This is an optimization exercise on Yosys and OpenROAD, whose aim is small area, not a production implementation.
Function was not checked in any run shown here: the RTL went through the layout flow alone.
Power figures rest on the tool's default switching activity, not on a simulated workload.

==> flow/design.v <==
module tpumac
 #(parameter BITS_AB=8,
   parameter BITS_C=16)
  (
   input clk, rst_n, WrEn, en,
   input signed [BITS_AB-1:0] Ain,
   input signed [BITS_AB-1:0] Bin,
   input signed [BITS_C-1:0] Cin,
   output reg signed [BITS_AB-1:0] Aout,
   output reg signed [BITS_AB-1:0] Bout,
   output reg signed [BITS_C-1:0] Cout
  );
  wire ld0, ldn10, mn11, mn12, mn13, mn14, mn15, mn16, mn17, mn18, mn19, mn20, mn21, mn22, mn23, mn24;
  wire mn25, mn26, acc27, one28, two29, ns30, pp31, ns32, pp33, ns34, pp35, ns36, pp37, ns38, pp39, ns40;
  wire pp41, ns42, pp43, ns44, pp45, ns46, pp47, i48, x49, one50, x51, two52, ns53, pp54, ns55, pp56;
  wire ns57, pp58, ns59, pp60, ns61, pp62, ns63, pp64, ns65, pp66, ns67, pp68, ns69, pp70, i71, x72;
  wire one73, x74, two75, ns76, pp77, ns78, pp79, ns80, pp81, ns82, pp83, ns84, pp85, ns86, pp87, ns88;
  wire pp89, ns90, pp91, ns92, pp93, i94, x95, one96, x97, two98, ns99, pp100, ns101, pp102, ns103, pp104;
  wire ns105, pp106, ns107, pp108, ns109, pp110, ns111, pp112, ns113, pp114, ns115, pp116, i117, i118, i119, i120;
  wire i121, f122, f123, i124, f125, f126, i127, f128, f129, f130, f131, i132, f133, f134, f135, f136;
  wire i137, hs138, hc139, f140, f141, f142, f143, f144, f145, hs146, hc147, f148, f149, hs150, hc151, f152;
  wire f153, hs154, hc155, f156, f157, hs158, hc159, f160, f161, hs162, hc163, hs164, hc165, hs166, hc167, f168;
  wire f169, f170, f171, f172, f173, f174, f175, f176, f177, f178, f179, f180, f181, f182, f183, f184;
  wire f185, f186, f187, f188, f189, f190, f191, f192, f193, f194, f195, f196, f197, f198, f199, f200;
  wire f201, f202, f203, f204, f205, f206, f207, f208, f209, x210, x211, g212, p213, g214, p215, g216;
  wire p217, g218, p219, g220, p221, g222, p223, g224, p225, g226, p227, i228, G229, G230, T231, G232;
  wire T233, G234, T235, i236, G237, T238, i240, G241, G242, i243, G244, i245, T246, G247, T248, G249;
  wire T250, i251, i253, G255, G256, i257, G258, G259, i260, G261, G262, G263, s265, s266, s267, s268;
  wire s269, s270, s271, s272, s273, s274, s275;
  assign ld0 = en & WrEn;
  assign ldn10 = ~(en & WrEn);
  assign mn11 = ~((ld0 | Cout[0]) & (ldn10 | Cin[0]));
  assign mn12 = ~((ld0 | Cout[1]) & (ldn10 | Cin[1]));
  assign mn13 = ~((ld0 | Cout[2]) & (ldn10 | Cin[2]));
  assign mn14 = ~((ld0 | Cout[3]) & (ldn10 | Cin[3]));
  assign mn15 = ~((ld0 | Cout[4]) & (ldn10 | Cin[4]));
  assign mn16 = ~((ld0 | Cout[5]) & (ldn10 | Cin[5]));
  assign mn17 = ~((ld0 | Cout[6]) & (ldn10 | Cin[6]));
  assign mn18 = ~((ld0 | Cout[7]) & (ldn10 | Cin[7]));
  assign mn19 = ~((ld0 | Cout[8]) & (ldn10 | Cin[8]));
  assign mn20 = ~((ld0 | Cout[9]) & (ldn10 | Cin[9]));
  assign mn21 = ~((ld0 | Cout[10]) & (ldn10 | Cin[10]));
  assign mn22 = ~((ld0 | Cout[11]) & (ldn10 | Cin[11]));
  assign mn23 = ~((ld0 | Cout[12]) & (ldn10 | Cin[12]));
  assign mn24 = ~((ld0 | Cout[13]) & (ldn10 | Cin[13]));
  assign mn25 = ~((ld0 | Cout[14]) & (ldn10 | Cin[14]));
  assign mn26 = ~((ld0 | Cout[15]) & (ldn10 | Cin[15]));
  assign acc27 = ~WrEn & en;
  assign one28 = Bin[0] & acc27;
  assign two29 = ~Bin[0] & Bin[1] & acc27;
  assign ns30 = ~(one28 & Ain[0]);
  assign pp31 = ns30 ^ Bin[1];
  assign ns32 = ~((one28 & Ain[1]) | (two29 & Ain[0]));
  assign pp33 = ns32 ^ Bin[1];
  assign ns34 = ~((one28 & Ain[2]) | (two29 & Ain[1]));
  assign pp35 = ns34 ^ Bin[1];
  assign ns36 = ~((one28 & Ain[3]) | (two29 & Ain[2]));
  assign pp37 = ns36 ^ Bin[1];
  assign ns38 = ~((one28 & Ain[4]) | (two29 & Ain[3]));
  assign pp39 = ns38 ^ Bin[1];
  assign ns40 = ~((one28 & Ain[5]) | (two29 & Ain[4]));
  assign pp41 = ns40 ^ Bin[1];
  assign ns42 = ~((one28 & Ain[6]) | (two29 & Ain[5]));
  assign pp43 = ns42 ^ Bin[1];
  assign ns44 = ~((one28 & Ain[7]) | (two29 & Ain[6]));
  assign pp45 = ns44 ^ Bin[1];
  assign ns46 = ~((one28 & Ain[7]) | (two29 & Ain[7]));
  assign pp47 = ~(ns46 ^ Bin[1]);
  assign i48 = ~Bin[1];
  assign x49 = Bin[2] ^ Bin[1];
  assign one50 = x49 & acc27;
  assign x51 = Bin[3] ^ Bin[2];
  assign two52 = ~x49 & x51 & acc27;
  assign ns53 = ~(one50 & Ain[0]);
  assign pp54 = ns53 ^ Bin[3];
  assign ns55 = ~((one50 & Ain[1]) | (two52 & Ain[0]));
  assign pp56 = ns55 ^ Bin[3];
  assign ns57 = ~((one50 & Ain[2]) | (two52 & Ain[1]));
  assign pp58 = ns57 ^ Bin[3];
  assign ns59 = ~((one50 & Ain[3]) | (two52 & Ain[2]));
  assign pp60 = ns59 ^ Bin[3];
  assign ns61 = ~((one50 & Ain[4]) | (two52 & Ain[3]));
  assign pp62 = ns61 ^ Bin[3];
  assign ns63 = ~((one50 & Ain[5]) | (two52 & Ain[4]));
  assign pp64 = ns63 ^ Bin[3];
  assign ns65 = ~((one50 & Ain[6]) | (two52 & Ain[5]));
  assign pp66 = ns65 ^ Bin[3];
  assign ns67 = ~((one50 & Ain[7]) | (two52 & Ain[6]));
  assign pp68 = ns67 ^ Bin[3];
  assign ns69 = ~((one50 & Ain[7]) | (two52 & Ain[7]));
  assign pp70 = ~(ns69 ^ Bin[3]);
  assign i71 = ~Bin[3];
  assign x72 = Bin[4] ^ Bin[3];
  assign one73 = x72 & acc27;
  assign x74 = Bin[5] ^ Bin[4];
  assign two75 = ~x72 & x74 & acc27;
  assign ns76 = ~(one73 & Ain[0]);
  assign pp77 = ns76 ^ Bin[5];
  assign ns78 = ~((one73 & Ain[1]) | (two75 & Ain[0]));
  assign pp79 = ns78 ^ Bin[5];
  assign ns80 = ~((one73 & Ain[2]) | (two75 & Ain[1]));
  assign pp81 = ns80 ^ Bin[5];
  assign ns82 = ~((one73 & Ain[3]) | (two75 & Ain[2]));
  assign pp83 = ns82 ^ Bin[5];
  assign ns84 = ~((one73 & Ain[4]) | (two75 & Ain[3]));
  assign pp85 = ns84 ^ Bin[5];
  assign ns86 = ~((one73 & Ain[5]) | (two75 & Ain[4]));
  assign pp87 = ns86 ^ Bin[5];
  assign ns88 = ~((one73 & Ain[6]) | (two75 & Ain[5]));
  assign pp89 = ns88 ^ Bin[5];
  assign ns90 = ~((one73 & Ain[7]) | (two75 & Ain[6]));
  assign pp91 = ns90 ^ Bin[5];
  assign ns92 = ~((one73 & Ain[7]) | (two75 & Ain[7]));
  assign pp93 = ~(ns92 ^ Bin[5]);
  assign i94 = ~Bin[5];
  assign x95 = Bin[6] ^ Bin[5];
  assign one96 = x95 & acc27;
  assign x97 = Bin[7] ^ Bin[6];
  assign two98 = ~x95 & x97 & acc27;
  assign ns99 = ~(one96 & Ain[0]);
  assign pp100 = ns99 ^ Bin[7];
  assign ns101 = ~((one96 & Ain[1]) | (two98 & Ain[0]));
  assign pp102 = ns101 ^ Bin[7];
  assign ns103 = ~((one96 & Ain[2]) | (two98 & Ain[1]));
  assign pp104 = ns103 ^ Bin[7];
  assign ns105 = ~((one96 & Ain[3]) | (two98 & Ain[2]));
  assign pp106 = ns105 ^ Bin[7];
  assign ns107 = ~((one96 & Ain[4]) | (two98 & Ain[3]));
  assign pp108 = ns107 ^ Bin[7];
  assign ns109 = ~((one96 & Ain[5]) | (two98 & Ain[4]));
  assign pp110 = ns109 ^ Bin[7];
  assign ns111 = ~((one96 & Ain[6]) | (two98 & Ain[5]));
  assign pp112 = ns111 ^ Bin[7];
  assign ns113 = ~((one96 & Ain[7]) | (two98 & Ain[6]));
  assign pp114 = ns113 ^ Bin[7];
  assign ns115 = ~((one96 & Ain[7]) | (two98 & Ain[7]));
  assign pp116 = ~(ns115 ^ Bin[7]);
  assign i117 = ~Bin[7];
  assign i118 = ~pp47;
  assign i119 = ~pp68;
  assign i120 = ~pp91;
  assign i121 = ~pp114;
  assign f122 = i48 ^ mn11 ^ pp31;
  assign f123 = (i48 & mn11) | (i48 & pp31) | (mn11 & pp31);
  assign i124 = ~f122;
  assign f125 = mn12 ^ pp33 ^ f123;
  assign f126 = (mn12 & pp33) | (mn12 & f123) | (pp33 & f123);
  assign i127 = ~f125;
  assign f128 = i71 ^ mn13 ^ pp54;
  assign f129 = (i71 & mn13) | (i71 & pp54) | (mn13 & pp54);
  assign f130 = pp35 ^ f128 ^ f126;
  assign f131 = (pp35 & f128) | (pp35 & f126) | (f128 & f126);
  assign i132 = ~f130;
  assign f133 = mn14 ^ pp37 ^ pp56;
  assign f134 = (mn14 & pp37) | (mn14 & pp56) | (pp37 & pp56);
  assign f135 = f129 ^ f133 ^ f131;
  assign f136 = (f129 & f133) | (f129 & f131) | (f133 & f131);
  assign i137 = ~f135;
  assign hs138 = ~(i94 ^ mn15);
  assign hc139 = i94 | mn15;
  assign f140 = hs138 ^ pp77 ^ pp39;
  assign f141 = (hs138 & pp77) | (hs138 & pp39) | (pp77 & pp39);
  assign f142 = mn16 ^ hc139 ^ pp41;
  assign f143 = (mn16 & hc139) | (mn16 & pp41) | (hc139 & pp41);
  assign f144 = i117 ^ mn17 ^ pp100;
  assign f145 = (i117 & mn17) | (i117 & pp100) | (mn17 & pp100);
  assign hs146 = ~(pp43 ^ pp62);
  assign hc147 = pp43 | pp62;
  assign f148 = mn18 ^ pp45 ^ pp64;
  assign f149 = (mn18 & pp45) | (mn18 & pp64) | (pp45 & pp64);
  assign hs150 = ~(pp83 ^ pp102);
  assign hc151 = pp83 | pp102;
  assign f152 = mn19 ^ pp66 ^ pp85;
  assign f153 = (mn19 & pp66) | (mn19 & pp85) | (pp66 & pp85);
  assign hs154 = ~(pp104 ^ i118);
  assign hc155 = pp104 | i118;
  assign f156 = mn20 ^ pp87 ^ pp106;
  assign f157 = (mn20 & pp87) | (mn20 & pp106) | (pp87 & pp106);
  assign hs158 = ~(pp47 ^ i119);
  assign hc159 = pp47 | i119;
  assign f160 = mn21 ^ pp70 ^ pp89;
  assign f161 = (mn21 & pp70) | (mn21 & pp89) | (pp70 & pp89);
  assign hs162 = ~(pp108 ^ pp68);
  assign hc163 = pp108 | pp68;
  assign hs164 = ~(mn22 ^ pp110);
  assign hc165 = mn22 | pp110;
  assign hs166 = ~(mn23 ^ pp93);
  assign hc167 = mn23 | pp93;
  assign f168 = pp58 ^ f134 ^ f140;
  assign f169 = (pp58 & f134) | (pp58 & f140) | (f134 & f140);
  assign f170 = pp60 ^ pp79 ^ f141;
  assign f171 = (pp60 & pp79) | (pp60 & f141) | (pp79 & f141);
  assign f172 = f142 ^ f169 ^ f170;
  assign f173 = (f142 & f169) | (f142 & f170) | (f169 & f170);
  assign f174 = pp81 ^ hs146 ^ f144;
  assign f175 = (pp81 & hs146) | (pp81 & f144) | (hs146 & f144);
  assign f176 = f143 ^ f174 ^ f171;
  assign f177 = (f143 & f174) | (f143 & f171) | (f174 & f171);
  assign f178 = hs150 ^ f145 ^ hc147;
  assign f179 = (hs150 & f145) | (hs150 & hc147) | (f145 & hc147);
  assign f180 = f148 ^ f175 ^ f178;
  assign f181 = (f148 & f175) | (f148 & f178) | (f175 & f178);
  assign f182 = hc151 ^ hs154 ^ f149;
  assign f183 = (hc151 & hs154) | (hc151 & f149) | (hs154 & f149);
  assign f184 = f152 ^ f179 ^ f182;
  assign f185 = (f152 & f179) | (f152 & f182) | (f179 & f182);
  assign f186 = hs158 ^ hc155 ^ f153;
  assign f187 = (hs158 & hc155) | (hs158 & f153) | (hc155 & f153);
  assign f188 = f156 ^ f183 ^ f186;
  assign f189 = (f156 & f183) | (f156 & f186) | (f183 & f186);
  assign f190 = hs162 ^ hc159 ^ f157;
  assign f191 = (hs162 & hc159) | (hs162 & f157) | (hc159 & f157);
  assign f192 = f160 ^ f187 ^ f190;
  assign f193 = (f160 & f187) | (f160 & f190) | (f187 & f190);
  assign f194 = i120 ^ hs164 ^ hc163;
  assign f195 = (i120 & hs164) | (i120 & hc163) | (hs164 & hc163);
  assign f196 = f161 ^ f194 ^ f191;
  assign f197 = (f161 & f194) | (f161 & f191) | (f194 & f191);
  assign f198 = pp112 ^ pp91 ^ hs166;
  assign f199 = (pp112 & pp91) | (pp112 & hs166) | (pp91 & hs166);
  assign f200 = hc165 ^ f195 ^ f198;
  assign f201 = (hc165 & f195) | (hc165 & f198) | (f195 & f198);
  assign f202 = mn24 ^ i121 ^ hc167;
  assign f203 = (mn24 & i121) | (mn24 & hc167) | (i121 & hc167);
  assign f204 = f199 ^ f202 ^ f201;
  assign f205 = (f199 & f202) | (f199 & f201) | (f202 & f201);
  assign f206 = mn25 ^ pp116 ^ pp114;
  assign f207 = (mn25 & pp116) | (mn25 & pp114) | (pp116 & pp114);
  assign f208 = f206 ^ f203 ^ f205;
  assign f209 = (f206 & f203) | (f206 & f205) | (f203 & f205);
  assign x210 = mn26 ^ f207;
  assign x211 = x210 ^ f209;
  assign g212 = ~(f168 | f136);
  assign p213 = f168 ^ f136;
  assign g214 = ~(f173 | f176);
  assign p215 = f173 ^ f176;
  assign g216 = ~(f180 | f177);
  assign p217 = f180 ^ f177;
  assign g218 = ~(f181 | f184);
  assign p219 = f181 ^ f184;
  assign g220 = ~(f185 | f188);
  assign p221 = f185 ^ f188;
  assign g222 = ~(f189 | f192);
  assign p223 = f189 ^ f192;
  assign g224 = ~(f193 | f196);
  assign p225 = f193 ^ f196;
  assign g226 = ~(f200 | f197);
  assign p227 = f200 ^ f197;
  assign i228 = ~f172;
  assign G229 = ~(i228 & g212);
  assign G230 = ~((p217 & g214) | g216);
  assign T231 = ~(p217 & p215);
  assign G232 = ~((p221 & g218) | g220);
  assign T233 = ~(p221 & p219);
  assign G234 = ~((p225 & g222) | g224);
  assign T235 = ~(p225 & p223);
  assign i236 = ~f204;
  assign G237 = ~(i236 & g226);
  assign T238 = ~(i236 & p227);
  assign i240 = ~G229;
  assign G241 = ~((p215 & i240) | g214);
  assign G242 = ~((T231 | G229) & G230);
  assign i243 = ~G232;
  assign G244 = ~((p223 & i243) | g222);
  assign i245 = ~T233;
  assign T246 = ~(p223 & i245);
  assign G247 = ~((T235 | G232) & G234);
  assign T248 = ~(T235 | T233);
  assign G249 = ~(f208 | G237);
  assign T250 = ~(f208 | T238);
  assign i251 = ~G237;
  assign i253 = ~T238;
  assign G255 = ~((p219 & G242) | g218);
  assign G256 = ~((i245 & G242) | i243);
  assign i257 = ~G242;
  assign G258 = ~((T246 | i257) & G244);
  assign G259 = ~((T248 & G242) | G247);
  assign i260 = ~G259;
  assign G261 = ~((p227 & i260) | g226);
  assign G262 = ~((i253 & i260) | i251);
  assign G263 = ~((T250 & i260) | G249);
  assign s265 = ~(f172 ^ g212);
  assign s266 = ~(p215 ^ G229);
  assign s267 = ~(p217 ^ G241);
  assign s268 = p219 ^ G242;
  assign s269 = ~(p221 ^ G255);
  assign s270 = ~(p223 ^ G256);
  assign s271 = p225 ^ G258;
  assign s272 = ~(p227 ^ G259);
  assign s273 = f204 ^ G261;
  assign s274 = f208 ^ G262;
  assign s275 = ~(x211 ^ G263);
  always @(posedge clk, negedge rst_n) begin
    if (!rst_n) begin
      Aout <= '0;
      Bout <= '0;
      Cout <= '0;
    end else begin
      if (en) begin
        Aout <= Ain;
        Bout <= Bin;
      end
      Cout <= {s275, s274, s273, s272, s271, s270, s269, s268, s267, s266, s265, p213, i137, i132, i127, i124};
    end
  end
endmodule
==> flow/flow/run.sh <==
#!/bin/bash
# Own layout flow: the standard synthesis is run unchanged (it names the registers), then
# its combinational mapping is replaced by flow/netlist.v, the same circuit as rtl/tpumac.sv
# mapped cell for cell by gen/gen.py, after checking that both have the same registers (name
# and cell type). The rest is the standard layout, with the port buffers made of buf_1.
set -euo pipefail
R=orfs/results/${FLOW_PLATFORM}/tpumac/base
bash standard.sh synth > run_synth.log 2>&1
python3 flow/swap.py "$R/1_2_yosys.v" flow/netlist.v > run_swap.log 2>&1
rm -f "$R/1_synth.odb" "$R/1_synth.sdc"
export BUFFER_PORTS_ARGS="-buffer_cell sky130_fd_sc_hd__buf_1"
export CTS_ARGS="-sink_clustering_enable -repair_clock_nets -dont_use_dummy_load -root_buf sky130_fd_sc_hd__clkbuf_4 -buf_list {sky130_fd_sc_hd__clkbuf_4}"
bash standard.sh finish > run_finish.log 2>&1
==> flow/flow/swap.py <==
#!/usr/bin/env python3
"""swap.py STD_NETLIST NEW_NETLIST: check that NEW has exactly STD's registers (instance name and
cell type, drive strength aside) and the same ports, then write NEW over STD."""
import re, sys, shutil
std, new = sys.argv[1], sys.argv[2]
def regs(path):
    text = open(path).read()
    out = {}
    for m in re.finditer(r'(sky130_fd_sc_hd__(?:df|sdf|edf|dl|sedf)\w*?)_\d+\s+(\\\S+|\w+)\s*\(', text):
        out[m.group(2)] = m.group(1)
    ports = sorted(re.findall(r'^\s*(input|output)\s+(?:\[[^\]]*\]\s*)?([\w, ]+);', text, re.M))
    return out, text
rs, ts = regs(std)
rn, tn = regs(new)
print('standard synthesis registers:', len(rs))
print('netlist registers:', len(rn))
if rs != rn:
    for k in sorted(set(rs) | set(rn)):
        if rs.get(k) != rn.get(k):
            print('MISMATCH', k, rs.get(k), rn.get(k))
    sys.exit('register mismatch')
shutil.copyfile(new, std)
print('replaced', std)
==> flow/standard.sh <==
#!/bin/bash
# synth_recipe.tcl (not shown) runs the flow's synth.tcl, then flattens the netlist and writes it again
# the make line also repeats each setting of config.mk as NAME=value (left out here)
make -C /OpenROAD-flow-scripts/flow DESIGN_CONFIG=/design/flow/config.mk WORK_HOME=/design/flow/orfs CLKGATE_MAP_FILE= SYNTH_SCRIPT=/design/flow/synth_recipe.tcl "${@:-finish}"
==> flow/config.mk <==
export PLATFORM = sky130hd
export DESIGN_NAME = tpumac
export DESIGN_NICKNAME = tpumac
export VERILOG_FILES = /design/flow/design.v
export SDC_FILE = /design/flow/constraint.sdc
export NUM_CORES = 4
export LEC_CHECK = 0
export CAP_MARGIN = 20
export CORE_MARGIN = 2
export CORE_UTILIZATION = 75
export GPL_TIMING_DRIVEN = 0
export SLEW_MARGIN = 20
==> flow/constraint.sdc <==
create_clock -name core_clock -period 5.2 [get_ports {clk}]
set_input_delay 1.0400 -clock core_clock [delete_from_list [all_inputs] [get_ports {clk}]]
set_output_delay 1.0400 -clock core_clock [all_outputs]
set_load 0.01 [all_outputs]
Not shown: flow/flow/netlist.v
==> impl_metrics.csv, run 1 <==
group,metric,value,unit
outcome,status,"finished clean",
detailed_routing,vias_per_cell,6.56,
sta,fmax,199,MHz
global_route,grt_usage,0.387,
global_route,antenna_found_initial,0,
setup_path,cp.required,5.41,ns
hold_path,whs_endpoint,"Aout[3]",
place,port_buffers,66,
setup_path,cp_slowest_cell,"fa_1",
setup_path,worstPathMaxFanout,13,
floorplan,ios,68,
global_route,grtUsageMet1,0.456,
detailed_routing,wire_per_inst,19.2,um
detailed_routing,route.met2.wl,3930,um
layout,clock_cell_area_share,0.0113,
hold_path,worstHoldStart,"Aout[3]",
place,placed_cells,394,
setup_path,startpoint,"Bin[5]",
layout,final_common_cell,"buf_1",
setup_path,r2r-start,"Cout[4]",
power_and_ir_drop,p_int,1.06,mW
layout,buffer_area_frac,0.0808,
power_and_ir_drop,power_frac_comb,0.756,
global_route,grt_pass1_vias,2635,
logic_synthesis,syn_nets,350,
sta,period_share,0.965,
==> run 2: changes to the inputs <==
--- a/flow/flow/run.sh
+++ b/flow/flow/run.sh
@@ -9,5 +9,5 @@
 python3 flow/swap.py "$R/1_2_yosys.v" flow/netlist.v > run_swap.log 2>&1
 rm -f "$R/1_synth.odb" "$R/1_synth.sdc"
 export BUFFER_PORTS_ARGS="-buffer_cell sky130_fd_sc_hd__buf_1"
-export CTS_ARGS="-sink_clustering_enable -repair_clock_nets -dont_use_dummy_load -root_buf sky130_fd_sc_hd__clkbuf_4 -buf_list {sky130_fd_sc_hd__clkbuf_4}"
+export CTS_ARGS="-sink_clustering_enable -repair_clock_nets -dont_use_dummy_load -root_buf sky130_fd_sc_hd__clkbuf_8 -buf_list {sky130_fd_sc_hd__clkbuf_8}"
 bash standard.sh finish > run_finish.log 2>&1
==> impl_metrics.csv, run 2 <==
group,metric,value,unit
floorplan,core_area,0.00372,mm^2
detailed_routing,route.vias.total,2781,
setup_path,critPathArrivalTime,5.26,ns
run,drv_cap,0,
power_and_ir_drop,power_frac_seq,0.176,
power_and_ir_drop,total_power,2.33,mW
layout,area.growth.synth_to_final,13.8,%
logic_synthesis,syn_inst,280,
detailed_routing,wire_per_inst,22.6,um
setup_path,cp.required,5.36,ns
clock_network,cts_tree,"done",
setup_path,worstPathMaxFanout,13,
clock_network,numCtsBuffers,5,
sta,finalHoldViolations,0,
power_and_ir_drop,netSwitchingFraction,0.520,
layout,regMostFlops,"Cout",
power_and_ir_drop,p_int,1.12,mW
sta,slew_violations,0,
clock_network,worstSkewPairLatency,0.28,ns
floorplan,die_h,66.8,um
place,dp_hpwl,5650,um
logic_synthesis,syn_nets,350,
clock_network,cts.htree.levels,2,
setup_path,endpoint_kind,"flip-flop",
place,place.gp.congestion,0.931,
global_route,grt_pass1_wl,13100,um
logic_synthesis,synth_area,0.00296,mm^2
logic_synthesis,syn_area_per_cell,10.6,um^2
global_route,grt_max_degree,33,
detailed_routing,drtPass1Iterations,6,
sta,period_needed,5.10,ns
layout,top_regs,"Cout x16, Aout x8, Bout x8",
global_route,met3_usage,0.0997,
outcome,status,"finished clean",
sta,whs,0.510,ns
layout,final_common_cell,"buf_1",
layout,most-common-layout-cells,"62 x buf_1, 51 x xor2_1, 34 x fa_1",
floorplan,die-area,0.00446,mm^2
detailed_routing,drc,0,
power_and_ir_drop,clock_power_share,0.076,
global_route,antenna_found_initial,0,
power_and_ir_drop,p_sw,1.21,mW
power_and_ir_drop,leakage,1.29,nW
sta,setup_violations,0,
detailed_routing,ant_nets,0,
clock_network,cts_buffer_depth,2,
global_route,gr-usage-met2,0.713,
setup_path,path_class,"input pin to flip-flop",
layout,fin_nets,423,
sta,worst_pin_slew,0.776,ns
place,placed_cells,394,
global_route,grtUsageMet1,0.475,
detailed_routing,wl,9020,um
floorplan,die_x,66.8,um
layout,diodes,0,
setup_path,start_kind,"input pin",
clock_network,postCtsSetupBuffers,0,
layout,nFillCells,155,
clock_network,cts-root-buf,"clkbuf_8",
sta,period_share,0.981,
floorplan,row_count,22,
layout,largest_reg_flops,16,
clock_network,path_clk_slew,0.08,ns
power_and_ir_drop,powerDensity,691,mW/mm^2
global_route,grt_usage,0.411,
power_and_ir_drop,ir_worst_vdd,0.000699,V
global_route,grt.busiest_layer,"met2",
detailed_routing,vias_per_cell,6.97,
power_and_ir_drop,power_frac_comb,0.748,
layout,drive_gt1_frac,0.0541,
sta,fin_skew,0.00882,ns
global_route,grt_overflow_total,0,
place,port_buffers,66,
hold_path,min_path_type,"flip-flop to flip-flop",
floorplan,start_util,0.796,
layout,stdcell_count,399,
floorplan,ios,68,
sta,fmax,196,MHz
clock_network,cts_sinks,32,
setup_path,rrSetupSlack,1.58,ns
global_route,grt_pass1_vias,2805,
sta,maxSlewHeadroom,0.483,
logic_synthesis,ys_warn_count,1,
detailed_routing,initialDrtViolationCount,349,
-- run 2: path summary, 6_finish.rpt --
check,start,end,cells after the start
min in group asynchronous,rst_n,Bout[4],1
hold / removal,Bout[4],Bout[4],1
hold reg to reg,Bout[4],Bout[4],1
setup reg to reg,Cout[6],Cout[13],11
max in group asynchronous,rst_n,Cout[11],1
setup / recovery,Bin[5],Cout[13],15
-- run 2: area by class of cell --
type / instances / area [um^2] / share of cell area
buffer: 2 / 10.0 / 0.00297
clock buffer: 5 / 68.8 / 0.0204
inverter: 22 / 82.6 / 0.0245
multi-input combinational: 224 / 2090 / 0.620
sequential: 32 / 801 / 0.238
tap: 48 / 60.1 / 0.0178
timing repair buffer: 66 / 258 / 0.0766
-- run 2: per-layer routing --
metal / wire length [um] / share of wire
met1: 2950 / 0.33
met2: 4520 / 0.50
met3: 901 / 0.10
met4: 645 / 0.072
met5: 0 / 0
-- run 2: per-stage QoR --
stage,utilization,setup WS [ns],instance area [um^2],setup TNS (ns)
floorplan,-,0.755,2960,0
global placement,0.879,-0.141,3270,-0.405
detailed placement,0.879,-0.416,3270,-1.91
CTS,0.899,0.00190,3340,0
global route,0.906,-0.115,3370,-0.315
finish,0.906,0.0987,3370,0
-- run 2: power by group through the flow --
stage	clock [mW]	combinational (mW)	sequential (mW)
floorplan	0	1.17	0.439
global placement	0	1.43	0.399
detailed placement	0	1.58	0.409
CTS	0.173	1.62	0.406
global route	0.190	1.87	0.415
finish	0.176	1.74	0.410
-- run 2: timing repair --
action                     CTS  global route
hold buffers                 0             0
resized for setup            2            11
setup endpoints to repair    3             5
-- run 2: worst max-delay path, cell delays in order --
cell	delay (ns)
clkdlybuf4s18_2	0.46
xor2_1	0.23
and2_2	0.31
nand2_1	0.13
xor2_1	0.26
fa_1	0.49
fa_1	0.47
fa_1	0.56
xor2_1	0.32
nand2_1	0.14
o21ai_2	0.29
a21oi_1	0.18
inv_1	0.13
a21oi_1	0.09
xor2_1	0.16

## re-timing with driven ports
Ports are ideal in the flow. The routed layouts listed here were re-timed in OpenROAD.
Step 1 assumes that a clkbuf_16 drives the clock port and a buf_2 every other input.
Step 2 times the ports against the registers' clock, not the clock port: input delays grow and output delays shrink by t, the midpoint of the rising clock arrivals with the driver on.
Slacks: no drivers / after step 1 / after step 2; pairs: no drivers / after step 1.
| run | shift t [ns] | slack for setup (ns) | latest minus earliest clock arrival (ns) |
|---|---|---|---|
| run 1 | 0.360 | 0.182 / 0.179 / -0.181 | 0.034 / 0.034 |
| run 2 | 0.307 | 0.099 / 0.091 / -0.216 | 0.020 / 0.020 |
Met with ideal ports but missed after step 2: setup timing in run 1 and run 2. The setup slack of run 1, which loses most, moves by -0.003 ns with the drivers and by -0.363 ns with both steps.
